What follows belongs to an exercise in optimizing a design on an open flow for small area; a production flow would make more cautious choices.
At most, simulation tests tie the RTL to the original design; equivalence was not proved.
No functional check of the RTL was part of run 6.
Power and IR drop assume default switching activity.

===== flow/config.mk =====
export PLATFORM = sky130hd
export DESIGN_NAME = VectorDivTop
export DESIGN_NICKNAME = VectorDivTop
export VERILOG_FILES = /design/flow/design.v
export SDC_FILE = /design/flow/constraint.sdc
export NUM_CORES = 4
export LEC_CHECK = 0
export CAP_MARGIN = 20
export CORE_AREA = 5 5 195 195
export DIE_AREA = 0 0 200 200
export SLEW_MARGIN = 20

===== flow/constraint.sdc =====
create_clock -name core_clock -period 6.0 [get_ports {clock}]
set_input_delay 1.2000 -clock core_clock [delete_from_list [all_inputs] [get_ports {clock}]]
set_output_delay 1.2000 -clock core_clock [all_outputs]
set_load 0.01 [all_outputs]

===== flow/design.v =====
module VectorDiv(
  input          clock,
  input          reset,
  input  [191:0] io_instr,
  input  [17:0]  io_vlmul,
  output [131:0] io_bundles,
  output [5:0]   io_valid,
  output [2:0]   io_strIndex
);
  reg         stateReg;    
  reg [16:0]  slotReg [0:5];
  reg [2:0]   validCnt;    
  reg         wasSReg;     
  reg         add1Reg;     
  reg [5:2]   addIReg;     
  wire [5:0] isV;
  wire [16:0] rawF [0:5];
  genvar g;
  generate
    for (g = 0; g < 6; g = g + 1) begin : dec
      wire [31:0] in = io_instr[32*g +: 32];
      assign isV[g] = in[6:0] == 7'h57 && in[14:12] == 3'h0 && in[31:26] == 6'h0;
      assign rawF[g] = {1'b1, in[19:15], in[24:20], in[11:7], in[25]};
    end
  endgenerate
  wire [2:0] vl0 = io_vlmul[2:0];
  wire is2 = vl0 == 3'h1;
  wire is4 = vl0 == 3'h2;
  wire is8 = vl0 == 3'h3;
  wire is1 = ~(is2 | is4 | is8);
  wire [5:1] ic;
  generate
    for (g = 1; g < 6; g = g + 1) begin : cx
      assign ic[g] = io_vlmul[3*g+2] == 1'b0 && io_vlmul[3*g +: 2] != 2'b00;
    end
  endgenerate
  wire [5:0] none_;
  assign none_[0] = 1'b1;
  generate
    for (g = 1; g < 6; g = g + 1) begin : nn
      assign none_[g] = none_[g-1] & ~ic[g];
    end
  endgenerate
  wire zeroOff = stateReg & ~is8 & none_[5];
  reg [2:0] nUop;
  reg       ok;
  always @(*) begin
    if (~stateReg) begin
      nUop = is8 ? 3'd6 : is4 ? 3'd4 : is2 ? 3'd2 : 3'd1;
      ok   = 1'b1;
    end else if (zeroOff) begin
      nUop = 3'd1;
      ok   = 1'b1;
    end else begin
      nUop = is8 ? 3'd2 : is4 ? 3'd6 : is2 ? 3'd4 : 3'd3;
      ok   = is8 | (is4 & ic[1]) | (is2 & ~none_[3]) | (is1 & ~none_[4]);
    end
  end
  wire [4:1] useN;
  assign useN[1] = ok & (nUop == 3'd1);
  assign useN[2] = ok & (nUop == 3'd2);
  assign useN[3] = ok & (nUop == 3'd3);
  assign useN[4] = ok & (nUop == 3'd4);
  reg [4:0]  selS [0:5];
  reg [5:0]  takeS, selC, selH;
  reg [5:0]  nextValid;
  integer i, m;
  always @(*) begin
    for (i = 0; i < 6; i = i + 1) begin
      takeS[i] = 1'b0;
      for (m = 0; m < 5; m = m + 1) begin
        selS[i][m] = 1'b0;
        if (i - m >= 1 && i - m <= 4) begin
          takeS[i] = takeS[i] | (useN[i - m] & none_[m + 1]);
          selS[i][m] = useN[i - m] & none_[m + 1] & isV[m + 1];
        end
      end
      selC[i] = ~takeS[i] & isV[0] & (~stateReg | (i < 2));
      selH[i] = ~takeS[i] & stateReg & (i >= 2);
      nextValid[i] = ok & ((i < nUop) | takeS[i]);
    end
  end
  wire [16:0] nextSlot [0:5];
  genvar gi;
  generate
    for (gi = 0; gi < 6; gi = gi + 1) begin : sm
      assign nextSlot[gi][16] = selC[gi] | (selH[gi] & slotReg[gi][16]) | (|selS[gi]);
      SlotMux #(.IDX(gi)) mux (
        .selC(selC[gi]), .selH(selH[gi]), .selS(selS[gi]),
        .cur(rawF[0][15:0]), .hold(slotReg[gi][15:0]),
        .s0(rawF[1][15:0]), .s1(rawF[2][15:0]), .s2(rawF[3][15:0]), .s3(rawF[4][15:0]), .s4(rawF[5][15:0]),
        .y(nextSlot[gi][15:0])
      );
    end
  endgenerate
  always @(posedge clock) begin
    if (reset)
      stateReg <= 1'b0;
    else
      stateReg <= ~stateReg & is8;
    for (i = 0; i < 6; i = i + 1)
      slotReg[i] <= nextSlot[i];
    validCnt <= {nextValid[3],
                 (nextValid[1] & ~nextValid[3]) | nextValid[5],
                 (nextValid[0] & ~nextValid[1]) | (nextValid[2] & ~nextValid[3]) | (nextValid[4] & ~nextValid[5])};
    wasSReg <= stateReg;
    add1Reg <= ~takeS[1] & isV[0];
    for (i = 2; i < 6; i = i + 1)
      if (takeS[i])
        addIReg[i] <= 1'b0;
      else if (~stateReg)
        addIReg[i] <= isV[0];
  end
  generate
    for (gi = 0; gi < 6; gi = gi + 1) begin : so
      SlotOut #(.IDX(gi)) out (
        .s(slotReg[gi]),
        .addA(gi == 0 ? wasSReg & slotReg[0][16] : gi == 1 ? add1Reg : addIReg[gi < 2 ? 2 : gi]),
        .addB(gi == 1 ? wasSReg & add1Reg : 1'b0),
        .bundle(io_bundles[22*gi +: 22])
      );
    end
  endgenerate
  assign io_valid = {validCnt > 3'd5, validCnt > 3'd4, validCnt > 3'd3,
                     validCnt > 3'd2, validCnt > 3'd1, validCnt > 3'd0};
  assign io_strIndex = ~stateReg ? (is8 ? 3'd0 :
                                    is4 ? (ic[1] ? 3'd1 : ic[2] ? 3'd2 : 3'd3) :
                                    is2 ? (ic[1] ? 3'd1 : ic[2] ? 3'd2 : ic[3] ? 3'd3 : ic[4] ? 3'd4 : 3'd5) :
                                          (ic[1] ? 3'd1 : ic[2] ? 3'd2 : ic[3] ? 3'd3 : ic[4] ? 3'd4 : ic[5] ? 3'd5 : 3'd6))
                                 : (ic[1] ? 3'd1 : ic[2] ? 3'd2 : ic[3] ? 3'd3 : ic[4] ? 3'd4 :
                                    (ic[5] | is8) ? 3'd5 : 3'd6);
endmodule
module SlotMux #(parameter IDX = 0) (
  input         selC,
  input         selH,
  input  [4:0]  selS,
  input  [15:0] cur,
  input  [15:0] hold,
  input  [15:0] s0, s1, s2, s3, s4,
  output [15:0] y
);
  wire [15:0] s [0:4];
  assign s[0] = s0; assign s[1] = s1; assign s[2] = s2; assign s[3] = s3; assign s[4] = s4;
  reg [15:0] acc;
  integer m;
  always @(*) begin
    acc = {16{selC}} & cur;
    if (IDX >= 2)
      acc = acc | ({16{selH}} & hold);
    for (m = 0; m < 5; m = m + 1)
      if (IDX - m >= 1 && IDX - m <= 4)
        acc = acc | ({16{selS[m]}} & s[m]);
  end
  assign y = acc;
endmodule
module SlotOut #(parameter IDX = 0) (
  input  [16:0] s,
  input         addA,
  input         addB,
  output [21:0] bundle
);
  wire [2:0] addv = IDX == 0 ? {addA, addA, 1'b0} :
                    IDX == 1 ? {addB, addB, addA} :
                    (addA ? IDX[2:0] : 3'd0);
  wire [4:0] a = s[15:11] + {2'b00, addv};
  wire [4:0] b = s[10:6] + {2'b00, addv};
  wire [4:0] d = s[5:1] + {2'b00, addv};
  assign bundle = {s[16], a, b, d, s[0], s[5:1]};
endmodule
module VectorDivTop(
  input         clock,
  input         reset,
  input  [31:0] io_instr_0,
  input  [31:0] io_instr_1,
  input  [31:0] io_instr_2,
  input  [31:0] io_instr_3,
  input  [31:0] io_instr_4,
  input  [31:0] io_instr_5,
  input  [2:0]  io_vlmul_0,
  input  [2:0]  io_vlmul_1,
  input  [2:0]  io_vlmul_2,
  input  [2:0]  io_vlmul_3,
  input  [2:0]  io_vlmul_4,
  input  [2:0]  io_vlmul_5,
  output        io_outCtrlSignals_0_vecWen,
  output [4:0]  io_outCtrlSignals_0_lsrc_0,
  output [4:0]  io_outCtrlSignals_0_lsrc_1,
  output [4:0]  io_outCtrlSignals_0_ldest,
  output [5:0]  io_outCtrlSignals_0_imm,
  output        io_valid_0,
  output        io_outCtrlSignals_1_vecWen,
  output [4:0]  io_outCtrlSignals_1_lsrc_0,
  output [4:0]  io_outCtrlSignals_1_lsrc_1,
  output [4:0]  io_outCtrlSignals_1_ldest,
  output [5:0]  io_outCtrlSignals_1_imm,
  output        io_valid_1,
  output        io_outCtrlSignals_2_vecWen,
  output [4:0]  io_outCtrlSignals_2_lsrc_0,
  output [4:0]  io_outCtrlSignals_2_lsrc_1,
  output [4:0]  io_outCtrlSignals_2_ldest,
  output [5:0]  io_outCtrlSignals_2_imm,
  output        io_valid_2,
  output        io_outCtrlSignals_3_vecWen,
  output [4:0]  io_outCtrlSignals_3_lsrc_0,
  output [4:0]  io_outCtrlSignals_3_lsrc_1,
  output [4:0]  io_outCtrlSignals_3_ldest,
  output [5:0]  io_outCtrlSignals_3_imm,
  output        io_valid_3,
  output        io_outCtrlSignals_4_vecWen,
  output [4:0]  io_outCtrlSignals_4_lsrc_0,
  output [4:0]  io_outCtrlSignals_4_lsrc_1,
  output [4:0]  io_outCtrlSignals_4_ldest,
  output [5:0]  io_outCtrlSignals_4_imm,
  output        io_valid_4,
  output        io_outCtrlSignals_5_vecWen,
  output [4:0]  io_outCtrlSignals_5_lsrc_0,
  output [4:0]  io_outCtrlSignals_5_lsrc_1,
  output [4:0]  io_outCtrlSignals_5_ldest,
  output [5:0]  io_outCtrlSignals_5_imm,
  output        io_valid_5,
  output [2:0]  io_strIndex
);
  wire [131:0] bundles;
  wire [5:0]   valids;
  VectorDiv core (
    .clock(clock),
    .reset(reset),
    .io_instr({io_instr_5, io_instr_4, io_instr_3, io_instr_2, io_instr_1, io_instr_0}),
    .io_vlmul({io_vlmul_5, io_vlmul_4, io_vlmul_3, io_vlmul_2, io_vlmul_1, io_vlmul_0}),
    .io_bundles(bundles),
    .io_valid(valids),
    .io_strIndex(io_strIndex)
  );
  assign {io_outCtrlSignals_0_vecWen, io_outCtrlSignals_0_lsrc_0, io_outCtrlSignals_0_lsrc_1,
          io_outCtrlSignals_0_ldest, io_outCtrlSignals_0_imm} = bundles[21:0];
  assign {io_outCtrlSignals_1_vecWen, io_outCtrlSignals_1_lsrc_0, io_outCtrlSignals_1_lsrc_1,
          io_outCtrlSignals_1_ldest, io_outCtrlSignals_1_imm} = bundles[43:22];
  assign {io_outCtrlSignals_2_vecWen, io_outCtrlSignals_2_lsrc_0, io_outCtrlSignals_2_lsrc_1,
          io_outCtrlSignals_2_ldest, io_outCtrlSignals_2_imm} = bundles[65:44];
  assign {io_outCtrlSignals_3_vecWen, io_outCtrlSignals_3_lsrc_0, io_outCtrlSignals_3_lsrc_1,
          io_outCtrlSignals_3_ldest, io_outCtrlSignals_3_imm} = bundles[87:66];
  assign {io_outCtrlSignals_4_vecWen, io_outCtrlSignals_4_lsrc_0, io_outCtrlSignals_4_lsrc_1,
          io_outCtrlSignals_4_ldest, io_outCtrlSignals_4_imm} = bundles[109:88];
  assign {io_outCtrlSignals_5_vecWen, io_outCtrlSignals_5_lsrc_0, io_outCtrlSignals_5_lsrc_1,
          io_outCtrlSignals_5_ldest, io_outCtrlSignals_5_imm} = bundles[131:110];
  assign {io_valid_5, io_valid_4, io_valid_3, io_valid_2, io_valid_1, io_valid_0} = valids;
endmodule

===== flow/flow/run.sh =====
#!/bin/bash
# Standard layout with these changes:
#  - the combinational logic is mapped for area, module by module (hsynth.ys, with each ABC
#    script area*.abc; the smallest result is kept). A result is used only if it has the
#    standard synthesis's flip-flops (same names and cells) and equiv.ys proves it does what
#    the standard netlist does. Failing that, the standard netlist's logic is re-mapped as a
#    whole (reopt.ys) under the same checks, or kept as it is;
#  - the port buffers are plain buf_1 cells;
#  - clock tree synthesis adds no dummy loads.
set -euo pipefail
W=$(pwd)
R=$W/orfs/results/$FLOW_PLATFORM/VectorDivTop/base
YOSYS=$FLOW_HOME/../tools/install/yosys/bin/yosys
LIB=$FLOW_HOME/platforms/sky130hd/lib/sky130_fd_sc_hd__tt_025C_1v80.lib
export BUFFER_PORTS_ARGS="-buffer_cell sky130_fd_sc_hd__buf_1"
export CTS_ARGS="-sink_clustering_enable -repair_clock_nets -sink_clustering_size 30 -sink_clustering_max_diameter 100 -buf_list sky130_fd_sc_hd__clkbuf_16 -dont_use_dummy_load"

bash standard.sh synth > make_synth.log 2>&1
cp "$R/1_2_yosys.v" "$W/synth_standard.v"

sub() {  # sub TEMPLATE OUTSCRIPT NETLIST ABCSCRIPT
  sed -e "s#@LIB@#$LIB#g; s#@TOP@#$FLOW_TOP#g; s#@DESIGN@#$FLOW_DESIGN#g; s#@ABC@#$4#g; s#@IN@#$W/synth_standard.v#g; s#@GOLD@#$W/synth_standard.v#g; s#@OUT@#$3#g; s#@GATE@#$3#g" "$1" > "$2"
}
flops() { grep -E '^\s*sky130_fd_sc_hd__(dfxtp|dfxbp|edfxtp|dfrtp|dfrbp|dfstp|dfsbp|dfbbp|sdf|sedf|dl)\S* ' "$1" | awk '{print $1, $2}' | sort; }
flops synth_standard.v > flops_standard.txt
try() {  # try NAME TEMPLATE ABCSCRIPT: make synth_NAME.v and check it against the standard netlist
  sub "flow/$2" "$1.ys" "$W/synth_$1.v" "$3"
  sub flow/equiv.ys "equiv_$1.ys" "$W/synth_$1.v" "$3"
  "$YOSYS" -s "$1.ys" > "yosys_$1.log" 2>&1 || return 1
  flops "synth_$1.v" > "flops_$1.txt"
  cmp -s flops_standard.txt "flops_$1.txt" || return 1
  "$YOSYS" -s "equiv_$1.ys" > "yosys_equiv_$1.log" 2>&1 || return 1
}
area() { grep 'Chip area for' "yosys_$1.log" | tail -1 | awk '{print $NF}'; }

best=""
for s in area1 area2; do
  if try "hier_$s" hsynth.ys "$W/flow/$s.abc"; then
    a=$(area "hier_$s")
    echo "hier_$s: $a" >> netlist_status.txt
    if [[ -z "$best" ]] || awk -v x="$a" -v y="$(area "$best")" 'BEGIN { exit !(x < y) }'; then best="hier_$s"; fi
  else
    echo "hier_$s: refused" >> netlist_status.txt
  fi
done
if [[ -z "$best" ]] && try reopt reopt.ys "$W/flow/area1.abc"; then best=reopt; fi
if [[ -n "$best" ]]; then
  echo "used: $best" >> netlist_status.txt
  cp "$W/synth_$best.v" "$R/1_2_yosys.v"
else
  echo "used: standard netlist" >> netlist_status.txt
fi

bash standard.sh > make_finish.log 2>&1

===== flow/flow/area1.abc =====
strash
ifraig
dc2
strash
&get -n
&dch -f
&nf -R 1000
&put

===== flow/flow/area2.abc =====
strash
ifraig
dc2
strash
&get -n
&dch -f
&nf -R 1000
&put
mfs2
strash
&get -n
&dch -f
&nf -R 1000
&put

===== flow/flow/equiv.ys =====
# Check that the re-mapped netlist does what the standard synthesis's netlist does.
read_liberty -ignore_miss_func @LIB@
read_verilog @GOLD@
rename @TOP@ gold
read_verilog @GATE@
rename @TOP@ gate
rename -hide gold/w:_* gold/c:_* gate/w:_* gate/c:_*
flatten gold gate
opt_clean
equiv_make gold gate equiv
hierarchy -top equiv
equiv_simple -seq 2
equiv_induct -seq 2
equiv_status -assert

===== flow/flow/hsynth.ys =====
# Synthesis that keeps the design's module hierarchy through technology mapping, so that
# ABC maps each module on its own for area; flattened at the end like the standard synthesis.
read_verilog -sv @DESIGN@
hierarchy -check -top @TOP@
synth -top @TOP@ -nofsm -noshare -run :fine
synth -top @TOP@ -nofsm -noshare -run fine:check
chformal -remove
delete t:$print
rename -wire
opt -purge
dfflibmap -liberty @LIB@ -dont_use sky130_fd_sc_hd__lpflow_bleeder_1 -dont_use sky130_fd_sc_hd__lpflow_clkbufkapwr_1 -dont_use sky130_fd_sc_hd__lpflow_clkbufkapwr_16 -dont_use sky130_fd_sc_hd__lpflow_clkbufkapwr_2 -dont_use sky130_fd_sc_hd__lpflow_clkbufkapwr_4 -dont_use sky130_fd_sc_hd__lpflow_clkbufkapwr_8 -dont_use sky130_fd_sc_hd__lpflow_clkinvkapwr_1 -dont_use sky130_fd_sc_hd__lpflow_clkinvkapwr_16 -dont_use sky130_fd_sc_hd__lpflow_clkinvkapwr_2 -dont_use sky130_fd_sc_hd__lpflow_clkinvkapwr_4 -dont_use sky130_fd_sc_hd__lpflow_clkinvkapwr_8 -dont_use sky130_fd_sc_hd__lpflow_decapkapwr_12 -dont_use sky130_fd_sc_hd__lpflow_decapkapwr_3 -dont_use sky130_fd_sc_hd__lpflow_decapkapwr_4 -dont_use sky130_fd_sc_hd__lpflow_decapkapwr_6 -dont_use sky130_fd_sc_hd__lpflow_decapkapwr_8 -dont_use sky130_fd_sc_hd__lpflow_inputiso0n_1 -dont_use sky130_fd_sc_hd__lpflow_inputiso0p_1 -dont_use sky130_fd_sc_hd__lpflow_inputiso1n_1 -dont_use sky130_fd_sc_hd__lpflow_inputiso1p_1 -dont_use sky130_fd_sc_hd__lpflow_inputisolatch_1 -dont_use sky130_fd_sc_hd__lpflow_isobufsrc_1 -dont_use sky130_fd_sc_hd__lpflow_isobufsrc_16 -dont_use sky130_fd_sc_hd__lpflow_isobufsrc_2 -dont_use sky130_fd_sc_hd__lpflow_isobufsrc_4 -dont_use sky130_fd_sc_hd__lpflow_isobufsrc_8 -dont_use sky130_fd_sc_hd__lpflow_isobufsrckapwr_16 -dont_use sky130_fd_sc_hd__lpflow_lsbuf_lh_hl_isowell_tap_1 -dont_use sky130_fd_sc_hd__lpflow_lsbuf_lh_hl_isowell_tap_2 -dont_use sky130_fd_sc_hd__lpflow_lsbuf_lh_hl_isowell_tap_4 -dont_use sky130_fd_sc_hd__lpflow_lsbuf_lh_isowell_4 -dont_use sky130_fd_sc_hd__lpflow_lsbuf_lh_isowell_tap_1 -dont_use sky130_fd_sc_hd__lpflow_lsbuf_lh_isowell_tap_2 -dont_use sky130_fd_sc_hd__lpflow_lsbuf_lh_isowell_tap_4 -dont_use sky130_fd_sc_hd__probe_p_8 -dont_use sky130_fd_sc_hd__probec_p_8 
opt
setundef -zero
abc -liberty @LIB@ -dont_use sky130_fd_sc_hd__lpflow_bleeder_1 -dont_use sky130_fd_sc_hd__lpflow_clkbufkapwr_1 -dont_use sky130_fd_sc_hd__lpflow_clkbufkapwr_16 -dont_use sky130_fd_sc_hd__lpflow_clkbufkapwr_2 -dont_use sky130_fd_sc_hd__lpflow_clkbufkapwr_4 -dont_use sky130_fd_sc_hd__lpflow_clkbufkapwr_8 -dont_use sky130_fd_sc_hd__lpflow_clkinvkapwr_1 -dont_use sky130_fd_sc_hd__lpflow_clkinvkapwr_16 -dont_use sky130_fd_sc_hd__lpflow_clkinvkapwr_2 -dont_use sky130_fd_sc_hd__lpflow_clkinvkapwr_4 -dont_use sky130_fd_sc_hd__lpflow_clkinvkapwr_8 -dont_use sky130_fd_sc_hd__lpflow_decapkapwr_12 -dont_use sky130_fd_sc_hd__lpflow_decapkapwr_3 -dont_use sky130_fd_sc_hd__lpflow_decapkapwr_4 -dont_use sky130_fd_sc_hd__lpflow_decapkapwr_6 -dont_use sky130_fd_sc_hd__lpflow_decapkapwr_8 -dont_use sky130_fd_sc_hd__lpflow_inputiso0n_1 -dont_use sky130_fd_sc_hd__lpflow_inputiso0p_1 -dont_use sky130_fd_sc_hd__lpflow_inputiso1n_1 -dont_use sky130_fd_sc_hd__lpflow_inputiso1p_1 -dont_use sky130_fd_sc_hd__lpflow_inputisolatch_1 -dont_use sky130_fd_sc_hd__lpflow_isobufsrc_1 -dont_use sky130_fd_sc_hd__lpflow_isobufsrc_16 -dont_use sky130_fd_sc_hd__lpflow_isobufsrc_2 -dont_use sky130_fd_sc_hd__lpflow_isobufsrc_4 -dont_use sky130_fd_sc_hd__lpflow_isobufsrc_8 -dont_use sky130_fd_sc_hd__lpflow_isobufsrckapwr_16 -dont_use sky130_fd_sc_hd__lpflow_lsbuf_lh_hl_isowell_tap_1 -dont_use sky130_fd_sc_hd__lpflow_lsbuf_lh_hl_isowell_tap_2 -dont_use sky130_fd_sc_hd__lpflow_lsbuf_lh_hl_isowell_tap_4 -dont_use sky130_fd_sc_hd__lpflow_lsbuf_lh_isowell_4 -dont_use sky130_fd_sc_hd__lpflow_lsbuf_lh_isowell_tap_1 -dont_use sky130_fd_sc_hd__lpflow_lsbuf_lh_isowell_tap_2 -dont_use sky130_fd_sc_hd__lpflow_lsbuf_lh_isowell_tap_4 -dont_use sky130_fd_sc_hd__probe_p_8 -dont_use sky130_fd_sc_hd__probec_p_8  -script @ABC@
splitnets
opt_clean -purge
flatten
opt_clean -purge
hilomap -singleton -hicell sky130_fd_sc_hd__conb_1 HI -locell sky130_fd_sc_hd__conb_1 LO
insbuf -buf sky130_fd_sc_hd__buf_4 A X
opt_clean -purge
rename -hide w:*$func$*
stat -liberty @LIB@
write_verilog -noattr -nohex -nodec @OUT@

===== flow/flow/reopt.ys =====
# Re-map the combinational logic of the standard synthesis for area.
# The flip-flops are kept as they are (same instances, names and cells).
read_liberty -ignore_miss_func @LIB@
read_verilog @IN@
hierarchy -top @TOP@
setattr -mod -set keep_hierarchy 1 sky130_fd_sc_hd__dfxtp_1
setattr -mod -set keep_hierarchy 1 sky130_fd_sc_hd__edfxtp_1
setattr -mod -set keep_hierarchy 1 sky130_fd_sc_hd__dfrtp_1
setattr -mod -set keep_hierarchy 1 sky130_fd_sc_hd__dfstp_1
setattr -mod -set keep_hierarchy 1 sky130_fd_sc_hd__conb_1
flatten
opt_clean
abc -liberty @LIB@ -dont_use sky130_fd_sc_hd__lpflow_bleeder_1 -dont_use sky130_fd_sc_hd__lpflow_clkbufkapwr_1 -dont_use sky130_fd_sc_hd__lpflow_clkbufkapwr_16 -dont_use sky130_fd_sc_hd__lpflow_clkbufkapwr_2 -dont_use sky130_fd_sc_hd__lpflow_clkbufkapwr_4 -dont_use sky130_fd_sc_hd__lpflow_clkbufkapwr_8 -dont_use sky130_fd_sc_hd__lpflow_clkinvkapwr_1 -dont_use sky130_fd_sc_hd__lpflow_clkinvkapwr_16 -dont_use sky130_fd_sc_hd__lpflow_clkinvkapwr_2 -dont_use sky130_fd_sc_hd__lpflow_clkinvkapwr_4 -dont_use sky130_fd_sc_hd__lpflow_clkinvkapwr_8 -dont_use sky130_fd_sc_hd__lpflow_decapkapwr_12 -dont_use sky130_fd_sc_hd__lpflow_decapkapwr_3 -dont_use sky130_fd_sc_hd__lpflow_decapkapwr_4 -dont_use sky130_fd_sc_hd__lpflow_decapkapwr_6 -dont_use sky130_fd_sc_hd__lpflow_decapkapwr_8 -dont_use sky130_fd_sc_hd__lpflow_inputiso0n_1 -dont_use sky130_fd_sc_hd__lpflow_inputiso0p_1 -dont_use sky130_fd_sc_hd__lpflow_inputiso1n_1 -dont_use sky130_fd_sc_hd__lpflow_inputiso1p_1 -dont_use sky130_fd_sc_hd__lpflow_inputisolatch_1 -dont_use sky130_fd_sc_hd__lpflow_isobufsrc_1 -dont_use sky130_fd_sc_hd__lpflow_isobufsrc_16 -dont_use sky130_fd_sc_hd__lpflow_isobufsrc_2 -dont_use sky130_fd_sc_hd__lpflow_isobufsrc_4 -dont_use sky130_fd_sc_hd__lpflow_isobufsrc_8 -dont_use sky130_fd_sc_hd__lpflow_isobufsrckapwr_16 -dont_use sky130_fd_sc_hd__lpflow_lsbuf_lh_hl_isowell_tap_1 -dont_use sky130_fd_sc_hd__lpflow_lsbuf_lh_hl_isowell_tap_2 -dont_use sky130_fd_sc_hd__lpflow_lsbuf_lh_hl_isowell_tap_4 -dont_use sky130_fd_sc_hd__lpflow_lsbuf_lh_isowell_4 -dont_use sky130_fd_sc_hd__lpflow_lsbuf_lh_isowell_tap_1 -dont_use sky130_fd_sc_hd__lpflow_lsbuf_lh_isowell_tap_2 -dont_use sky130_fd_sc_hd__lpflow_lsbuf_lh_isowell_tap_4 -dont_use sky130_fd_sc_hd__probe_p_8 -dont_use sky130_fd_sc_hd__probec_p_8  -script @ABC@
opt_clean -purge
hilomap -singleton -hicell sky130_fd_sc_hd__conb_1 HI -locell sky130_fd_sc_hd__conb_1 LO
insbuf -buf sky130_fd_sc_hd__buf_4 A X
opt_clean -purge
stat -liberty @LIB@
select @TOP@
write_verilog -noattr -nohex -nodec -selected @OUT@

===== flow/standard.sh =====
#!/bin/bash
# synth_recipe.tcl (not shown) runs the flow's synth.tcl, then flattens the netlist and writes it again
# the make line also repeats each setting of config.mk as NAME=value (left out here)
make -C /OpenROAD-flow-scripts/flow DESIGN_CONFIG=/design/flow/config.mk WORK_HOME=/design/flow/orfs CLKGATE_MAP_FILE= SYNTH_SCRIPT=/design/flow/synth_recipe.tcl "${@:-finish}"

==> reports/results.tsv, run 1 <==
stage	metric	value	unit
detailed_routing	first_pass_iters	7	
detailed_routing	routed_wl	32300	um
clock_network	cts_setup_buffers	0	
clock_network	cts.hold.buffers_added	0	
power_and_ir_drop	power_switching	371	uW
detailed_routing	wl_per_cell	21.5	um
power_and_ir_drop	leakage	0.00299	uW
sta	setup-tns-final	0	ns
power_and_ir_drop	internal_power	1070	uW
floorplan	initial_core_util	0.164	
cells_and_area	syn_to_final_growth	38.4	%
clock_network	cts_buffers	9	
sta	hold_ws	0.444	ns
clock_network	clock_latency	0.37	ns
cells_and_area	drive_gt1_frac	0.0299	
synth	synth_warnings	11	
clock_network	path_clk_slew	0.06	ns
setup_path	r2r-start	core.stateReg	
setup_path	required	4.80	ns
power_and_ir_drop	netSwitchingFraction	0.258	
synth	syn_nets	879	
synth	avgSynthCellArea	8.74	um^2
global_route	antenna_found_initial	8	
setup_path	cp-startpoint	io_vlmul_2[0]	
setup_path	worstSetupEndpoint	io_strIndex[1]	
cells_and_area	nFillCells	3997	
cells_and_area	final_cells	1503	
clock_network	cts-resized-gates	0	
placement	portBuffers	352	
setup_path	arrival	4.21	ns
setup_path	reg2reg_setup_slack	2.04	ns
min_path	min_path_type	flop to flop	
clock_network	cts_tree	done	
sta	rsz0062_at_grt	false	
sta	slew_headroom	0.347	
power_and_ir_drop	combPwrFrac	0.112	
global_route	grt.met2_usage	0.248	
setup_path	critPathMostFrequentCell	nor2_1	
clock_network	numClockSinks	112	
clock_network	root_buffer	clkbuf_16	
power_and_ir_drop	power_density	178	nW/um^2
power_and_ir_drop	power	1440	uW
setup_path	path_cells	buf_1, nor2_1, or2_0, o21ai_0, buf_4, nor2_1, nand3_1, a31oi_1, nand2_1, nor2_1, o21ai_0, a221oi_1, buf_1	
synth	syn-cell-area	5830	um^2
global_route	overflow	0	
floorplan	ios	353	
sta	setup_viol	0	
cells_and_area	final_area	8070	um^2
power_and_ir_drop	p_clk_frac	0.364	
global_route	grt_max_degree	22	
global_route	grt_pass1_vias	7177	
sta	max_freq	0.185	GHz
global_route	busiest_layer	met2	
detailed_routing	routed_via_density	4.80	
detailed_routing	vias	7217	
sta	tightest_slew	0.978	ns
setup_path	rr_endpoint	core.slotReg[5][0]	
job	cap_violations	0	
floorplan	die_w	200	um
detailed_routing	final_antenna_net_count	0	
setup_path	crit_path_start_kind	input port	
global_route	use_met1	0.207	
placement	dp_cells	1489	
placement	dp.final_hpwl	27100	um
floorplan	num_rows	69	
setup_path	crit_fanout	6	
sta	finalCritPeriodShare	0.902	
detailed_routing	drtIter0Drc	1101	
detailed_routing	remaining_drc_errors	0	
sta	hold_viol	0	
sta	fin_skew	0.0334	ns
sta	slew_viol_final	0	
placement	place_area	7820	um^2
floorplan	core_area	35600	um^2
setup_path	critPathKind	input port to primary output	
floorplan	die_y	200	um
global_route	grt_pass1_wl	46500	um
cells_and_area	finalNetCount	1251	
setup_path	worst-r2r-cell-count	12	
setup_path	slowest_stage	a31oi_1	
sta	min_period	5.41	ns
run_status	outcome	timing/DRC/antenna clean	
global_route	gr-usage-met3	0.0416	
power_and_ir_drop	vdd_drop_max	0.112	mV
setup_path	end_kind	primary output	
power_and_ir_drop	pwr-share-seq	0.523	
clock_network	cts.path.max_buffers	2	
floorplan	die_area	40000	um^2
setup_path	cpPeakStageDelay	0.47	ns
placement	place_congestion	0.939	
global_route	grt_util_all_layers	0.155	
clock_network	htree_levels	3	
synth	netlist_instances	667	
cells in the final DEF, fill, tap and decap left out, types with 6 or more instances in the layout:
| cell type | instances |
|---|---|
| buf_1 | 352 |
| nor4_1 | 16 |
| a22oi_1 | 17 |
| o21ai_0 | 13 |
| buf_4 | 14 |
| xnor2_1 | 45 |
| a222oi_1 | 96 |
| and2_0 | 26 |
| xor2_1 | 32 |
| dfxtp_1 | 112 |
| a22o_1 | 16 |
| nand2_1 | 139 |
| nand4b_1 | 6 |
| a21oi_1 | 8 |
| nor2_1 | 48 |
| clkbuf_16 | 9 |
| nand3_1 | 28 |
| o21a_1 | 8 |
critical path: cells and delay by family:
kind	cells	cell delay, ns
AO/OA/AOI/OAI	4	1.16
buffers and inverters	3	0.50
AND/OR/NAND/NOR	6	1.34
flip-flops by register name (all words and copies together), names as in the netlist:
signal	flops
core.slotReg	102
core.addIReg	4
core.validCnt	3
core.add1Reg	1
core.stateReg	1
core.wasSReg	1
metal layers:
layer,up-vias,share of wire,wire length [um]
met5,-,0.0016,51
met4,8,0.024,785
met3,46,0.095,3080
met2,384,0.46,14800
met1,3418,0.42,13600
li1,3361,-,-
stage by stage:
| stage | util | setup slack, ns |
|---|---|---|
| 4_1_cts | 0.226 | 0.645 |
| 6_report | 0.227 | 0.591 |
| 5_1_grt | 0.227 | 0.334 |
| 2_1_floorplan | - | 1.34 |
| 3_5_place_dp | 0.220 | 0.655 |
| 3_3_place_gp | 0.220 | 0.679 |
layout make-up:
class | instances | area [um^2] | share of cell area
Timing Repair Buffer | 366 | 1430 | 0.177
Sequential cell | 112 | 2240 | 0.278
Tap cell | 461 | 577 | 0.0715
Multi-Input combinational cell | 545 | 3570 | 0.442
Inverter | 5 | 18.8 | 0.00233
Antenna cell | 5 | 12.5 | 0.00155
Clock buffer | 9 | 225 | 0.0279
power groups by stage:
stage	registers, uW	logic (uW)	clock network [uW]
after floorplan	767	45.2	0
after global routing	754	177	573
after detailed placement	770	159	0
final	753	161	524
after global placement	770	161	0
after CTS	753	159	550
worst min path at each step:
stage,slack [ns],from,endpoint,depth (start not counted)
2_1_floorplan,0.45,core.slotReg[2][9],core.slotReg[2][9],2
3_3_place_gp,0.43,core.slotReg[2][0],core.slotReg[2][0],2
3_5_place_dp,0.43,core.slotReg[2][0],core.slotReg[2][0],2
4_1_cts,0.45,core.slotReg[2][0],core.slotReg[2][0],2
5_1_grt,0.49,core.slotReg[2][16],core.slotReg[2][16],2
6_report,0.44,core.slotReg[2][16],core.slotReg[2][16],2
==> inputs of run 2 (changes only) <==
--- a/flow/design.v
+++ b/flow/design.v
@@ -23,6 +23,7 @@
       assign rawF[g] = {1'b1, in[19:15], in[24:20], in[11:7], in[25]};
     end
   endgenerate
+  wire [16:0] rawF0p1 = {1'b1, io_instr[19:15] + 5'd1, io_instr[24:20] + 5'd1, io_instr[11:7], io_instr[25]};
   wire [2:0] vl0 = io_vlmul[2:0];
   wire is2 = vl0 == 3'h1;
   wire is4 = vl0 == 3'h2;
@@ -87,7 +88,7 @@
       assign nextSlot[gi][16] = selC[gi] | (selH[gi] & slotReg[gi][16]) | (|selS[gi]);
       SlotMux #(.IDX(gi)) mux (
         .selC(selC[gi]), .selH(selH[gi]), .selS(selS[gi]),
-        .cur(rawF[0][15:0]), .hold(slotReg[gi][15:0]),
+        .cur(gi % 2 == 1 ? rawF0p1[15:0] : rawF[0][15:0]), .hold(slotReg[gi][15:0]),
         .s0(rawF[1][15:0]), .s1(rawF[2][15:0]), .s2(rawF[3][15:0]), .s3(rawF[4][15:0]), .s4(rawF[5][15:0]),
         .y(nextSlot[gi][15:0])
       );
@@ -159,12 +160,15 @@
   input         addB,
   output [21:0] bundle
 );
-  wire [2:0] addv = IDX == 0 ? {addA, addA, 1'b0} :
+  wire [2:0] addS = IDX == 0 ? {addA, addA, 1'b0} :
+                    IDX == 1 ? {addB, addB, 1'b0} :
+                    (addA ? IDX[2:0] - IDX[0] : 3'd0);
+  wire [2:0] addD = IDX == 0 ? {addA, addA, 1'b0} :
                     IDX == 1 ? {addB, addB, addA} :
                     (addA ? IDX[2:0] : 3'd0);
-  wire [4:0] a = s[15:11] + {2'b00, addv};
-  wire [4:0] b = s[10:6] + {2'b00, addv};
-  wire [4:0] d = s[5:1] + {2'b00, addv};
+  wire [4:0] a = s[15:11] + {2'b00, addS};
+  wire [4:0] b = s[10:6] + {2'b00, addS};
+  wire [4:0] d = s[5:1] + {2'b00, addD};
   assign bundle = {s[16], a, b, d, s[0], s[5:1]};
 endmodule
 module VectorDivTop(
==> reports/results.tsv, run 2 <==
stage	metric	value	unit
global_route	antenna_found_initial	5	
cells_and_area	syn_to_final_growth	39.3	%
power_and_ir_drop	pwr-share-seq	0.517	
clock_network	root_buffer	clkbuf_16	
sta	fin_skew	0.0219	ns
global_route	overflow	0	
clock_network	cts_tree	done	
placement	portBuffers	352	
cells_and_area	fin_util	0.227	
cells_and_area	drive_gt1_frac	0.0407	
clock_network	cts-resized-gates	0	
clock_network	cts_setup_buffers	0	
global_route	grt_pass1_vias	7073	
floorplan	num_rows	69	
floorplan	die_y	200	um
floorplan	die_w	200	um
power_and_ir_drop	vdd_drop_max	0.104	mV
sta	slew_viol_final	0	
setup_path	cpPeakStageDelay	0.63	ns
cells_and_area	final_common_cell	buf_1	
detailed_routing	final_antenna_net_count	0	
cells_and_area	finalNetCount	1246	
sta	finalCritPeriodShare	0.820	
global_route	grt_max_degree	23	
clock_network	htree_levels	3	
setup_path	cp_top_family	simple AND/OR/NAND/NOR gates	
detailed_routing	remaining_drc_errors	0	
cells_and_area	top_register	core.slotReg	
clock_network	cts.path.max_buffers	2	
setup_path	critPathKind	input port to flop	
setup_path	path_cells	buf_1, o21bai_1, nand2_1, nor2_1, nand2_1, nand2_1, nor2_1, nand3_1, nor2b_1, nor3b_1, nand2_1, nand4_1, or2_0, clkinv_1, a222oi_1, nand2_1	
setup_path	crit_fanout	17	
setup_path	required	6.24	ns
sta	slew_headroom	0.206	
cells_and_area	top_regs	core.slotReg x102, core.addIReg x4, core.validCnt x3	
power_and_ir_drop	power_switching	384	uW
placement	dp.final_hpwl	26900	um
clock_network	path_clk_slew	0.07	ns
setup_path	arrival	5.16	ns
synth	syn-cell-area	5780	um^2
setup_path	end_kind	flop	
power_and_ir_drop	internal_power	1070	uW
detailed_routing	routed_wl	35000	um
power_and_ir_drop	p_clk_frac	0.374	
cells_and_area	mostFrequentLayoutCells	buf_1 (352), nand2_1 (135), dfxtp_1 (112), a222oi_1 (96), xnor2_1 (46)	
clock_network	clock_latency	0.36	ns
run_status	outcome	timing/DRC/antenna clean	
global_route	use_met1	0.195	
global_route	gr-usage-met3	0.0383	
sta	setup-tns-final	0	ns
floorplan	ios	353	
floorplan	core_area	35600	um^2
sta	hold_viol	0	
power_and_ir_drop	power	1450	uW
sta	rsz0062_at_grt	false	
sta	min_period	4.92	ns
cells_and_area	largest_register_ffs	102	
floorplan	initial_core_util	0.163	
sta	setup_viol	0	
setup_path	path_buf_inv	2	
power_and_ir_drop	combPwrFrac	0.109	
clock_network	cts.hold.buffers_added	0	
min_path	min_path_type	flop to flop	
power_and_ir_drop	leakage	0.00295	uW
detailed_routing	routed_via_density	4.88	
power_and_ir_drop	netSwitchingFraction	0.264	
sta	max_freq	0.203	GHz
global_route	grt_pass1_wl	47700	um
synth	syn_nets	874	
global_route	grt_util_all_layers	0.164	
synth	netlist_instances	662	
placement	place_congestion	0.837	
setup_path	critPathMostFrequentCell	nand2_1	
synth	avgSynthCellArea	8.73	um^2
global_route	busiest_layer	met2	
clock_network	numClockSinks	112	
detailed_routing	first_pass_iters	9	
clock_network	cts_buffers	9	
sta	hold_ws	0.437	ns
cells_and_area	nFillCells	3978	
detailed_routing	wl_per_cell	23.3	um
global_route	grt.met2_usage	0.289	
setup_path	crit_path_start_kind	input port	
setup_path	slowest_stage	clkinv_1	
detailed_routing	vias	7316	
job	cap_violations	0	
sta	tightest_slew	1.19	ns
synth	synth_warnings	11	
power_and_ir_drop	power_density	181	nW/um^2
detailed_routing	drtIter0Drc	1090	
floorplan	die_area	40000	um^2
[run 2: worst reg2reg max path: stages, from the launching register on]
cell	delay, ns
dfxtp_1	0.66
nand2_1	0.10
nor2_1	0.23
nand2_1	0.08
nand2_1	0.09
nor2_1	0.06
nand3_1	0.09
nor2b_1	0.22
nor3b_1	0.45
nand2_1	0.16
nand4_1	0.19
or2_0	0.16
clkinv_1	0.63
a222oi_1	0.60
nand2_1	0.09
[run 2: layout make-up]
cell class	count	area [um^2]	share of cell area
Antenna cell	5	12.5	0.00155
Clock buffer	9	225	0.0280
Sequential cell	112	2240	0.278
Inverter	7	26.3	0.00326
Timing Repair Buffer	366	1430	0.178
Multi-Input combinational cell	538	3540	0.440
Tap cell	461	577	0.0716
[run 2: final timing paths]
path | from | cells after the start | slack, ns | endpoint
setup reg to reg | core.stateReg | 14 | 2.07 | core.slotReg[4][15]
hold / removal | core.slotReg[2][16] | 2 | 0.44 | core.slotReg[2][16]
setup / recovery | io_vlmul_2[1] | 16 | 1.08 | core.slotReg[4][15]
hold reg to reg | core.slotReg[2][16] | 2 | 0.44 | core.slotReg[2][16]
[run 2: stage by stage]
stage          area, um^2  setup WS, ns  instances
2_1_floorplan        5780          1.48        662
3_3_place_gp         7800         0.973       1483
3_5_place_dp         7800         0.815       1483
4_1_cts              8030          1.19       1492
5_1_grt              8050         0.595       1496
6_report             8060          1.08       1498
[run 2: power by group through the flow]
stage | combinational [uW] | sequential, uW | clock, uW
2_1_floorplan | 53.5 | 767 | 0
3_3_place_gp | 153 | 769 | 0
3_5_place_dp | 156 | 770 | 0
4_1_cts | 156 | 752 | 562
5_1_grt | 173 | 753 | 586
6_report | 159 | 752 | 544
[run 2: metal layers]
layer | routed length (um) | vias to the layer above
met4 | 925 | 2
met2 | 17000 | 485
li1 | - | 3349
met1 | 13200 | 3428
met5 | 13 | -
met3 | 3820 | 52
==> inputs of run 3 (changes only) <==
--- a/flow/flow/run.sh
+++ b/flow/flow/run.sh
@@ -13,7 +13,7 @@
 YOSYS=$FLOW_HOME/../tools/install/yosys/bin/yosys
 LIB=$FLOW_HOME/platforms/sky130hd/lib/sky130_fd_sc_hd__tt_025C_1v80.lib
 export BUFFER_PORTS_ARGS="-buffer_cell sky130_fd_sc_hd__buf_1"
-export CTS_ARGS="-sink_clustering_enable -repair_clock_nets -sink_clustering_size 30 -sink_clustering_max_diameter 100 -buf_list sky130_fd_sc_hd__clkbuf_16 -dont_use_dummy_load"
+export CTS_ARGS="-sink_clustering_enable -repair_clock_nets -sink_clustering_size 30 -sink_clustering_max_diameter 100 -buf_list sky130_fd_sc_hd__clkbuf_8 -dont_use_dummy_load"
 
 bash standard.sh synth > make_synth.log 2>&1
 cp "$R/1_2_yosys.v" "$W/synth_standard.v"
--- a/flow/config.mk
+++ b/flow/config.mk
@@ -6,6 +6,6 @@
 export NUM_CORES = 4
 export LEC_CHECK = 0
 export CAP_MARGIN = 20
-export CORE_AREA = 5 5 195 195
-export DIE_AREA = 0 0 200 200
+export CORE_AREA = 5 5 135 135
+export DIE_AREA = 0 0 140 140
 export SLEW_MARGIN = 20
==> reports/results.tsv, run 3 <==
stage	metric	value	unit
synth	netlist_instances	662	
global_route	antenna_found_initial	0	
floorplan	die_w	140	um
floorplan	num_rows	47	
synth	syn_nets	874	
job	cap_violations	0	
setup_path	arrival	5.12	ns
synth	synth_warnings	11	
floorplan	ios	353	
sta	min_period	4.86	ns
detailed_routing	vias	7282	
cells_and_area	syn_to_final_growth	31.1	%
clock_network	cts.path.max_buffers	2	
sta	setup_viol	0	
detailed_routing	routed_via_density	5.85	
setup_path	required	6.25	ns
global_route	overflow	0	
clock_network	htree_levels	3	
synth	syn-cell-area	5780	um^2
sta	max_freq	0.206	GHz
clock_network	cts-resized-gates	0	
cells_and_area	top_regs	core.slotReg x102, core.addIReg x4, core.validCnt x3	
placement	place_congestion	0.920	
power_and_ir_drop	power_density	169	nW/um^2
clock_network	root_buffer	clkbuf_8	
clock_network	path_clk_slew	0.09	ns
setup_path	critPathMostFrequentCell	nand2_1	
sta	rsz0062_at_grt	false	
sta	setup-tns-final	0	ns
clock_network	cts_setup_buffers	0	
synth	avgSynthCellArea	8.73	um^2
setup_path	end_kind	flop	
sta	tightest_slew	1.15	ns
setup_path	cpPeakStageDelay	0.59	ns
cells_and_area	final_common_cell	buf_1	
global_route	grt_util_all_layers	0.279	
sta	finalCritPeriodShare	0.811	
clock_network	clock_latency	0.39	ns
floorplan	die_y	140	um
floorplan	core_area	16600	um^2
global_route	grt_max_degree	19	
power_and_ir_drop	power	1280	uW
detailed_routing	wl_per_cell	22.9	um
global_route	grt_pass1_vias	7125	
power_and_ir_drop	vdd_drop_max	0.0869	mV
floorplan	die_area	19600	um^2
cells_and_area	drive_gt1_frac	0.0341	
detailed_routing	remaining_drc_errors	0	
run_status	outcome	timing/DRC/antenna clean	
setup_path	slowest_stage	clkinv_1	
cells_and_area	diodes	0	
detailed_routing	final_antenna_net_count	0	
cells_and_area	finalNetCount	1239	
clock_network	cts_tree	done	
setup_path	path_cells	buf_1, o21bai_1, nand2_1, nor2_1, nand2_1, nand2_1, nor2_1, nand3_1, nor2b_1, nor3b_1, nand2_1, nand4_1, or2_0, clkinv_1, a222oi_1, nand2_1	
sta	slew_headroom	0.235	
global_route	grt_pass1_wl	42600	um
clock_network	numClockSinks	112	
min_path	min_path_type	flop to flop	
cells_and_area	largest_register_ffs	102	
clock_network	cts.hold.buffers_added	0	
setup_path	crit_fanout	16	
clock_network	cts_buffers	9	
detailed_routing	drtIter0Drc	1158	
detailed_routing	first_pass_iters	9	
sta	fin_skew	0.0279	ns
sta	hold_viol	0	
cells_and_area	top_register	core.slotReg	
detailed_routing	routed_wl	28500	um
floorplan	initial_core_util	0.349	
setup_path	crit_path_start_kind	input port	
placement	portBuffers	352	
sta	slew_viol_final	0	
cells_and_area	mostFrequentLayoutCells	buf_1 (352), nand2_1 (135), dfxtp_1 (112), a222oi_1 (96), xnor2_1 (46)	
power_and_ir_drop	leakage	0.00286	uW
placement	dp.final_hpwl	21200	um
setup_path	critPathKind	input port to flop	
==> run 3: metal layers <==
metal  wire length (um)  share of wire  global-route usage  vias up
met5                  0              0                   0        -
met4               1090          0.038               0.121        0
met3               2860           0.10              0.0433       60
met2              14000           0.49               0.488      500
met1              10600           0.37               0.339     3395
li1                   -              -                   -     3327
==> run 3: stage by stage <==
step                 util  setup slack [ns]  std cells  hold WS [ns]  cell area (um^2)
floorplan               -              1.48        662         0.453              5780
global placement    0.449             0.979       1235         0.427              7440
detailed placement  0.449             0.880       1235         0.434              7440
CTS                 0.456              1.30       1244         0.445              7570
global route        0.457             0.815       1245         0.467              7580
finish              0.457              1.14       1245         0.447              7580
==> run 3: power by group <==
part / internal, uW / switching [uW] / total [uW]
clock: 136 / 238 / 374
sequential: 747 / 4.51 / 751
combinational: 57.0 / 98.7 / 156
==> run 3: area by class of cell <==
cell class / instances / area (um^2)
clock buffers: 9 / 124
flip-flops and latches: 112 / 2240
multi-input cells: 538 / 3530
well taps: 220 / 275
inverters: 7 / 26.3
fillers: 1727 / 9000
repair buffers: 359 / 1380
==> run 3: final timing paths <==
kind | to | slack (ns) | depth (start not counted) | start
min reg2reg | core.slotReg[3][16] | 0.45 | 2 | core.slotReg[3][16]
max | core.slotReg[5][3] | 1.14 | 16 | io_vlmul_2[1]
max reg2reg | core.slotReg[5][3] | 2.16 | 14 | core.stateReg
min | core.slotReg[3][16] | 0.45 | 2 | core.slotReg[3][16]
==> run 3: critical path: cells and delay by family <==
kind | cells | cell delay [ns]
AOI/OAI and AO/OA | 2 | 1.13
buffers and inverters | 2 | 0.66
and+or+nand+nor | 12 | 2.13
==> inputs of run 4 (changes only) <==
--- a/flow/config.mk
+++ b/flow/config.mk
@@ -6,6 +6,6 @@
 export NUM_CORES = 4
 export LEC_CHECK = 0
 export CAP_MARGIN = 20
-export CORE_AREA = 5 5 135 135
-export DIE_AREA = 0 0 140 140
+export CORE_AREA = 5 5 155 155
+export DIE_AREA = 0 0 160 160
 export SLEW_MARGIN = 20
==> reports/results.tsv, run 4 <==
stage	metric	value	unit
clock_network	cts_buffers	9	
setup_path	arrival	5.11	ns
clock_network	cts_tree	done	
synth	syn-cell-area	5780	um^2
setup_path	path_cells	buf_1, o21bai_1, nand2_1, nor2_1, nand2_1, nand2_1, nor2_1, nand3_1, nor2b_1, nor3b_1, nand2_1, nand4_1, or2_0, clkinv_1, a222oi_1, nand2_1	
detailed_routing	first_pass_iters	7	
synth	synth_warnings	11	
setup_path	crit_path_start_kind	input port	
setup_path	crit_fanout	16	
power_and_ir_drop	pwr-share-seq	0.585	
setup_path	cpPeakStageDelay	0.63	ns
power_and_ir_drop	internal_power	940	uW
global_route	overflow	0	
sta	slew_headroom	0.228	
setup_path	slowest_stage	clkinv_1	
synth	syn_nets	874	
clock_network	cts.path.max_buffers	2	
floorplan	initial_core_util	0.263	
floorplan	core_area	22000	um^2
synth	avgSynthCellArea	8.73	um^2
cells_and_area	final_cells	1310	
global_route	grt_pass1_wl	43400	um
setup_path	cp_top_family	simple AND/OR/NAND/NOR gates	
global_route	grt_pass1_vias	7194	
synth	netlist_instances	662	
placement	portBuffers	352	
sta	hold_viol	0	
cells_and_area	top_regs	core.slotReg x102, core.addIReg x4, core.validCnt x3	
job	cap_violations	0	
placement	place_congestion	0.875	
power_and_ir_drop	power_switching	345	uW
cells_and_area	nFillCells	2340	
sta	setup-tns-final	0	ns
global_route	grt_util_all_layers	0.220	
global_route	grt_max_degree	20	
clock_network	path_clk_slew	0.10	ns
clock_network	cts.hold.buffers_added	0	
setup_path	worst-r2r-cell-count	14	
floorplan	die_area	25600	um^2
floorplan	num_rows	54	
detailed_routing	remaining_drc_errors	0	
floorplan	die_y	160	um
setup_path	critPathMostFrequentCell	nand2_1	
clock_network	htree_levels	3	
sta	max_freq	0.206	GHz
setup_path	critPathKind	input port to flop	
cells_and_area	finalNetCount	1243	
setup_path	path_buf_inv	2	
detailed_routing	final_antenna_net_count	0	
power_and_ir_drop	combPwrFrac	0.122	
power_and_ir_drop	vdd_drop_max	0.0823	mV
sta	slew_viol_final	0	
detailed_routing	routed_wl	30200	um
clock_network	root_buffer	clkbuf_8	
cells_and_area	final_area	7690	um^2
min_path	holdPathStages	2	
clock_network	clock_latency	0.38	ns
sta	setup_viol	0	
detailed_routing	wl_per_cell	23.1	um
sta	tightest_slew	1.16	ns
sta	min_period	4.85	ns
sta	fin_skew	0.0275	ns
global_route	antenna_found_initial	0	
cells_and_area	multi_input_area	3530	um^2
detailed_routing	vias	7246	
power_and_ir_drop	p_clk_frac	0.293	
placement	dp_cells	1298	
cells_and_area	drive_gt1_frac	0.0379	
cells_and_area	top_register	core.slotReg	
setup_path	required	6.26	ns
cells_and_area	mostFrequentLayoutCells	buf_1 (352), nand2_1 (135), dfxtp_1 (112), a222oi_1 (96), xnor2_1 (46)	
power_and_ir_drop	power_density	167	nW/um^2
min_path	min_path_type	flop to flop	
sta	finalCritPeriodShare	0.808	
run_status	outcome	timing/DRC/antenna clean	
setup_path	path_depth	16	
clock_network	cts-resized-gates	0	
clock_network	cts_setup_buffers	0	
setup_path	end_kind	flop	
power_and_ir_drop	netSwitchingFraction	0.268	
cells_and_area	syn_to_final_growth	33.0	%
placement	place_area	7540	um^2
floorplan	ios	353	
power_and_ir_drop	power	1280	uW
detailed_routing	routed_via_density	5.53	
sta	rsz0062_at_grt	false	
placement	dp.final_hpwl	22500	um
cells_and_area	final_common_cell	buf_1	
cells_and_area	seq_area	2240	um^2
detailed_routing	drtIter0Drc	929	
cells_and_area	largest_register_ffs	102	
clock_network	numClockSinks	112	
floorplan	die_w	160	um
power_and_ir_drop	leakage	0.00288	uW
[run 4: final timing paths]
| kind | startpoint | slack (ns) | to |
|---|---|---|---|
| setup / recovery | io_vlmul_2[1] | 1.15 | core.slotReg[5][9] |
| hold / removal | core.slotReg[2][16] | 0.44 | core.slotReg[2][16] |
| setup reg to reg | core.stateReg | 2.09 | core.slotReg[5][9] |
| hold reg to reg | core.slotReg[2][16] | 0.44 | core.slotReg[2][16] |
[run 4: tightest hold or removal path, delay by kind of cell (launching register included)]
kind	cells	cell delay, ns
and+or+nand+nor	2	0.09
DFF	1	0.31
[run 4: stage by stage]
stage               utilization  hold slack (ns)  worst slack, ns
CTS                       0.349            0.450             1.30
finish                    0.350            0.444             1.15
detailed placement        0.343            0.438            0.914
floorplan                     -            0.453             1.48
global route              0.350            0.470            0.878
global placement          0.343            0.428             1.05
[run 4: cell type report]
| type | count | share of cell area |
|---|---|---|
| multi-input cells | 538 | 0.459 |
| repair buffers | 363 | 0.184 |
| flip-flops and latches | 112 | 0.292 |
| inverters | 7 | 0.00342 |
| diodes | 1 | 0.000325 |
| well taps | 280 | 0.0456 |
| clock buffers | 9 | 0.0161 |
[run 4: power groups by stage]
stage,sequential (uW),clock (uW),combinational (uW)
4_1_cts,751,391,155
5_1_grt,752,413,171
6_report,751,377,157
3_3_place_gp,768,0,154
3_5_place_dp,768,0,154
2_1_floorplan,767,0,53.5
[run 4: per-layer routing]
| metal | vias to the layer above | share of wire | track usage |
|---|---|---|---|
| met2 | 517 | 0.48 | 0.378 |
| met3 | 65 | 0.11 | 0.0621 |
| met1 | 3331 | 0.37 | 0.255 |
| li1 | 3333 | - | - |
| met5 | - | 0 | 0 |
| met4 | 0 | 0.038 | 0.101 |
==> inputs of run 5 (changes only) <==
--- a/flow/config.mk
+++ b/flow/config.mk
@@ -6,6 +6,6 @@
 export NUM_CORES = 4
 export LEC_CHECK = 0
 export CAP_MARGIN = 20
-export CORE_AREA = 5 5 155 155
-export DIE_AREA = 0 0 160 160
+export CORE_AREA = 5 5 145 145
+export DIE_AREA = 0 0 150 150
 export SLEW_MARGIN = 20
==> reports/results.tsv, run 5 <==
stage	metric	value	unit
cells_and_area	final_area	7630	um^2
sta	hold_ws	0.448	ns
clock_network	clock_latency	0.37	ns
detailed_routing	wl_met3	3310	um
floorplan	die_w	150	um
power_and_ir_drop	p_clk_frac	0.293	
cells_and_area	top_regs	core.slotReg x102, core.addIReg x4, core.validCnt x3	
global_route	grt_pass1_wl	41200	um
detailed_routing	wl_per_cell	22.5	um
power_and_ir_drop	power_switching	342	uW
setup_path	path_cells	buf_1, o21bai_1, nand2_1, nor2_1, nand2_1, nand2_1, o22ai_1, nor2_1, nand2_1, nor2_1, nand3_1, nand4_1, or2_0, clkinv_1, a222oi_1, nand2_1	
cells_and_area	finalNetCount	1238	
setup_path	crit_fanout	16	
detailed_routing	vias	7247	
synth	syn-cell-area	5780	um^2
sta	tightest_slew	1.16	ns
sta	max_freq	0.208	GHz
power_and_ir_drop	vdd_drop_max	0.0771	mV
floorplan	core_area	19400	um^2
global_route	grt_max_degree	19	
job	cap_violations	0	
detailed_routing	final_antenna_net_count	0	
setup_path	r2r-start	core.stateReg	
sta	rsz0062_at_grt	false	
min_path	min_path_type	flop to flop	
global_route	antenna_found_initial	0	
power_and_ir_drop	combPwrFrac	0.122	
sta	slew_headroom	0.226	
placement	place_area	7500	um^2
clock_network	htree_levels	3	
placement	portBuffers	352	
detailed_routing	routed_wl	29000	um
min_path	hold_path.startpoint	core.slotReg[3][16]	
power_and_ir_drop	pwr-share-seq	0.586	
clock_network	root_buffer	clkbuf_8	
detailed_routing	highest_layer	met4	
cells_and_area	largest_register_ffs	102	
setup_path	critPathKind	input port to flop	
global_route	grt_util_all_layers	0.244	
synth	syn_nets	874	
cells_and_area	nFillCells	2093	
setup_path	required	6.26	ns
clock_network	cts.path.max_buffers	2	
power_and_ir_drop	netSwitchingFraction	0.267	
setup_path	crit_path_start_kind	input port	
clock_network	cts_tree	done	
run_status	outcome	timing/DRC/antenna clean	
floorplan	num_rows	51	
setup_path	cpPeakStageDelay	0.65	ns
floorplan	ios	353	
clock_network	numClockSinks	112	
cells_and_area	top_register	core.slotReg	
setup_path	path_buf_inv	2	
cells_and_area	syn_to_final_growth	31.9	%
detailed_routing	remaining_drc_errors	0	
synth	avgSynthCellArea	8.73	um^2
sta	setup_viol	0	
power_and_ir_drop	internal_power	940	uW
floorplan	die_area	22500	um^2
sta	slew_viol_final	0	
floorplan	initial_core_util	0.298	
floorplan	die_y	150	um
power_and_ir_drop	power_density	168	nW/um^2
cells_and_area	final_common_cell	buf_1	
sta	min_period	4.81	ns
synth	synth_warnings	11	
setup_path	end_kind	flop	
global_route	overflow	0	
detailed_routing	wl_met2	14000	um
detailed_routing	wl_met1	10800	um
detailed_routing	first_pass_iters	9	
placement	place_congestion	0.875	
sta	hold_viol	0	
clock_network	path_clk_slew	0.10	ns
cells_and_area	mostFrequentLayoutCells	buf_1 (352), nand2_1 (135), dfxtp_1 (112), a222oi_1 (96), xnor2_1 (46)	
sta	setup-tns-final	0	ns
detailed_routing	routed_via_density	5.62	
clock_network	cts_setup_buffers	0	
setup_path	cp-startpoint	io_vlmul_2[1]	
clock_network	cts-resized-gates	0	
cells_and_area	drive_gt1_frac	0.0332	
setup_path	cp_top_family	simple AND/OR/NAND/NOR gates	
sta	finalCritPeriodShare	0.802	
power_and_ir_drop	leakage	0.00286	uW
cells_and_area	diodes	0	
setup_path	arrival	5.07	ns
sta	fin_skew	0.0125	ns
detailed_routing	drtIter0Drc	1084	
clock_network	cts_buffers	9	
setup_path	slowest_stage	clkinv_1	
setup_path	critPathMostFrequentCell	nand2_1	
synth	netlist_instances	662	
global_route	grt_pass1_vias	7010	
placement	dp.final_hpwl	21200	um
clock_network	cts.hold.buffers_added	0	
run 5: area by class of cell:
class	instances	area (um^2)	area share
well taps	265	332	0.0435
flip-flops and latches	112	2240	0.294
multi-input cells	538	3540	0.464
repair buffers	358	1370	0.179
inverters	7	26.3	0.00344
clock buffers	9	124	0.0162
run 5: per-stage QoR:
stage	util	setup slack (ns)	total power [uW]	std cells
finish	0.393	1.19	1280	1289
global placement	0.387	1.04	922	1280
global route	0.393	0.731	1330	1289
floorplan	-	1.48	821	662
CTS	0.393	1.31	1290	1289
detailed placement	0.387	0.921	921	1280
run 5: tightest hold or removal path: cells and delay by family, from the launching register on:
family / cells / cell delay [ns]
and+or+nand+nor: 2 / 0.09
DFF: 1 / 0.32
run 5: path summary, 6_finish.rpt:
kind / endpoint / slack, ns / cells after the start
max: core.slotReg[5][9] / 1.19 / 16
min: core.slotReg[3][16] / 0.45 / 2
max reg2reg: core.slotReg[5][9] / 2.12 / 14
min reg2reg: core.slotReg[3][16] / 0.45 / 2
run 5: power groups by stage:
stage | Sequential (uW) | Combinational, uW | Clock, uW
5_1_grt | 752 | 171 | 412
3_3_place_gp | 768 | 154 | 0
6_report | 751 | 156 | 375
2_1_floorplan | 767 | 53.5 | 0
4_1_cts | 751 | 154 | 388
3_5_place_dp | 768 | 153 | 0
run 5: metal layers:
layer / vias to the layer above / global-route usage
met5: - / 0
met4: 0 / 0.106
met3: 68 / 0.0500
met1: 3331 / 0.295
met2: 533 / 0.418
li1: 3315 / -
==> inputs of run 6 (changes only) <==
--- a/flow/design.v
+++ b/flow/design.v
@@ -42,26 +42,20 @@
       assign none_[g] = none_[g-1] & ~ic[g];
     end
   endgenerate
-  wire zeroOff = stateReg & ~is8 & none_[5];
-  reg [2:0] nUop;
-  reg       ok;
-  always @(*) begin
-    if (~stateReg) begin
-      nUop = is8 ? 3'd6 : is4 ? 3'd4 : is2 ? 3'd2 : 3'd1;
-      ok   = 1'b1;
-    end else if (zeroOff) begin
-      nUop = 3'd1;
-      ok   = 1'b1;
-    end else begin
-      nUop = is8 ? 3'd2 : is4 ? 3'd6 : is2 ? 3'd4 : 3'd3;
-      ok   = is8 | (is4 & ic[1]) | (is2 & ~none_[3]) | (is1 & ~none_[4]);
-    end
-  end
+  wire s = stateReg;
   wire [4:1] useN;
-  assign useN[1] = ok & (nUop == 3'd1);
-  assign useN[2] = ok & (nUop == 3'd2);
-  assign useN[3] = ok & (nUop == 3'd3);
-  assign useN[4] = ok & (nUop == 3'd4);
+  assign useN[1] = (~s & is1) | (s & ~is8 & none_[5]);
+  assign useN[2] = (~s & is2) | (s & is8);
+  assign useN[3] = s & is1 & ~none_[4];
+  assign useN[4] = (~s & is4) | (s & is2 & ~none_[3]);
+  wire ok = ~s | is8 | none_[5] | (is4 & ic[1]) | (is2 & ~none_[3]) | (is1 & ~none_[4]);
+  wire [5:0] lead;
+  assign lead[0] = 1'b1;
+  assign lead[1] = ~useN[1];
+  assign lead[2] = ~useN[1] & ~useN[2];
+  assign lead[3] = ~useN[1] & ~useN[2] & ~useN[3];
+  assign lead[4] = (~s & is8) | (s & is4);
+  assign lead[5] = lead[4];
   reg [4:0]  selS [0:5];
   reg [5:0]  takeS, selC, selH;
   reg [5:0]  nextValid;
@@ -78,7 +72,7 @@
       end
       selC[i] = ~takeS[i] & isV[0] & (~stateReg | (i < 2));
       selH[i] = ~takeS[i] & stateReg & (i >= 2);
-      nextValid[i] = ok & ((i < nUop) | takeS[i]);
+      nextValid[i] = ok & (lead[i] | takeS[i]);
     end
   end
   wire [16:0] nextSlot [0:5];
--- a/flow/config.mk
+++ b/flow/config.mk
@@ -6,6 +6,6 @@
 export NUM_CORES = 4
 export LEC_CHECK = 0
 export CAP_MARGIN = 20
-export CORE_AREA = 5 5 145 145
-export DIE_AREA = 0 0 150 150
+export CORE_AREA = 5 5 135 135
+export DIE_AREA = 0 0 140 140
 export SLEW_MARGIN = 20
==> reports/results.tsv, run 6 <==
stage	metric	value	unit
global_route	grt_pass1_vias	7125	
floorplan	ios	353	
sta	setup-tns-final	0	ns
min_path	min_path_type	flop to flop	
clock_network	clock_latency	0.39	ns
run_status	outcome	timing/DRC/antenna clean	
cells_and_area	largest_register_ffs	102	
synth	avgSynthCellArea	8.90	um^2
sta	setup_viol	0	
floorplan	die_y	140	um
setup_path	crit_fanout	16	
sta	hold_ws	0.452	ns
synth	synth_warnings	11	
clock_network	htree_levels	3	
detailed_routing	routed_via_density	5.86	
floorplan	num_rows	47	
sta	hold_viol	0	
clock_network	cts_setup_buffers	0	
sta	rsz0062_at_grt	false	
setup_path	critPathKind	input port to flop	
detailed_routing	highest_layer	met5	
power_and_ir_drop	power_density	169	nW/um^2
sta	min_period	4.36	ns
cells_and_area	syn_to_final_growth	31.4	%
floorplan	die_w	140	um
detailed_routing	final_antenna_net_count	0	
global_route	grt_util_all_layers	0.279	
detailed_routing	remaining_drc_errors	0	
clock_network	cts-resized-gates	0	
cells_and_area	top_regs	core.slotReg x102, core.addIReg x4, core.validCnt x3	
sta	slew_headroom	0.264	
detailed_routing	drtIter0Drc	1041	
cells_and_area	diodes	0	
cells_and_area	nFillCells	1762	
placement	place_congestion	0.879	
detailed_routing	wl_met2	14300	um
detailed_routing	wl_per_cell	23.3	um
cells_and_area	top_register	core.slotReg	
sta	max_freq	0.230	GHz
cells_and_area	finalNetCount	1232	
setup_path	crit_path_start_kind	input port	
sta	fin_skew	0.0166	ns
sta	tightest_slew	1.10	ns
global_route	overflow	0	
clock_network	cts.path.max_buffers	2	
cells_and_area	drive_gt1_frac	0.0344	
floorplan	core_area	16600	um^2
floorplan	die_area	19600	um^2
placement	dp.final_hpwl	21500	um
sta	finalCritPeriodShare	0.726	
cells_and_area	mostFrequentLayoutCells	buf_1 (352), nand2_1 (126), dfxtp_1 (112), a222oi_1 (96), xnor2_1 (48)	
setup_path	arrival	4.62	ns
clock_network	cts.hold.buffers_added	0	
clock_network	cts_tree	done	
synth	netlist_instances	651	
detailed_routing	routed_wl	28800	um
global_route	grt_pass1_wl	42200	um
setup_path	required	6.26	ns
sta	slew_viol_final	0	
clock_network	cts_buffers	9	
cells_and_area	final_common_cell	buf_1	
detailed_routing	wl_met1	11000	um
setup_path	end_kind	flop	
floorplan	initial_core_util	0.349	
detailed_routing	vias	7254	
placement	portBuffers	352	
power_and_ir_drop	vdd_drop_max	0.0945	mV
clock_network	numClockSinks	112	
power_and_ir_drop	leakage	0.00288	uW
synth	syn_nets	863	
job	cap_violations	0	
detailed_routing	wl_met3	2470	um
clock_network	path_clk_slew	0.08	ns
clock_network	root_buffer	clkbuf_8	
synth	syn-cell-area	5800	um^2
global_route	antenna_found_initial	1	
detailed_routing	first_pass_iters	9	
global_route	grt_max_degree	21	
[run 6: changes by cell type in the layout (fill, tap and decap cells not counted), moves of 3 or more]
| cell | change |
|---|---|
| nor2_2 | -4 |
| nor2_1 | -6 |
| nor3_1 | -4 |
| nand3_1 | -12 |
| nand4b_1 | -6 |
| nor4bb_1 | +6 |
| nor3_2 | +4 |
| and2_0 | +4 |
| and4b_1 | +6 |
| o21ai_0 | +7 |
| buf_4 | +5 |
| nand2_1 | -9 |
| nand2b_1 | +3 |
| nand4_1 | +3 |
[run 6: power by group]
group          total, uW  internal (uW)  switching, uW
Combinational        157           57.6           99.5
Clock                381            136            245
Sequential           752            747           4.77
Total               1290            940            350
[run 6: path summary, 6_finish.rpt]
path | start | to | slack, ns | depth (start not counted)
min | core.slotReg[3][16] | core.slotReg[3][16] | 0.45 | 2
max reg2reg | core.stateReg | core.slotReg[4][8] | 2.60 | 10
min reg2reg | core.slotReg[3][16] | core.slotReg[3][16] | 0.45 | 2
max | io_vlmul_2[1] | core.slotReg[5][13] | 1.64 | 15
[run 6: area by class of cell]
type	count	area (um^2)	share of cell area
multi-input cells	525	3540	0.464
clock buffers	9	124	0.0163
inverters	9	33.8	0.00444
repair buffers	363	1400	0.184
flip-flops and latches	112	2240	0.294
well taps	220	275	0.0361
[run 6: routing by layer]
metal  global-route usage  vias up
met4                0.121        2
met3               0.0436       66
li1                     -     3313
met5                    0        -
met1                0.336     3400
met2                0.493      473
[run 6: critical path: stages]
cell	delay, ns
buf_1	0.07
nor2_1	0.05
nor2_1	0.35
nor2_1	0.14
nand2_1	0.18
nor2_1	0.08
nor3_1	0.34
nand3_1	0.24
nor2_1	0.22
o21ai_0	0.15
and4_1	0.26
nand2_1	0.11
clkinv_1	0.58
a222oi_1	0.57
nand2_1	0.08
[run 6: metrics by stage]
step / area (um^2) / cells / setup WS [ns] / util / total power [uW]
6_report: 7610 / 1238 / 1.64 / 0.459 / 1290
5_1_grt: 7610 / 1238 / 1.31 / 0.459 / 1340
4_1_cts: 7610 / 1238 / 1.79 / 0.459 / 1300
3_5_place_dp: 7490 / 1229 / 1.37 / 0.452 / 923
3_3_place_gp: 7490 / 1229 / 1.46 / 0.452 / 924
2_1_floorplan: 5800 / 651 / 2.36 / - / 820

port drivers added, routing unchanged:
The flow's constraints put no driver on any port. The routed layouts listed below were extracted and timed again, unchanged, in two steps. Step 1 sets driving cells, clkbuf_16 on the clock port and buf_2 on the other inputs (assumed; they add their load-dependent delay and slew). Step 2 also shifts input and output timing later by t, the mid clock arrival at the registers, as if the neighbouring blocks saw the same clock. a / b / c = ideal / step 1 / step 2; a / b = the first two.
| run | shift t [ns] | slack for setup (ns) |
|---|---|---|
| run 1 | 0.396 | 0.591 / 0.560 / 0.560 |
| run 2 | 0.400 | 1.079 / 1.097 / 0.697 |
| run 3 | 0.401 | 1.135 / 1.146 / 0.745 |
| run 4 | 0.409 | 1.155 / 1.165 / 0.756 |
| run 5 | 0.410 | 1.187 / 1.205 / 0.795 |
| run 6 | 0.412 | 1.645 / 1.654 / 1.242 |
After both steps every run listed still meets setup and hold.
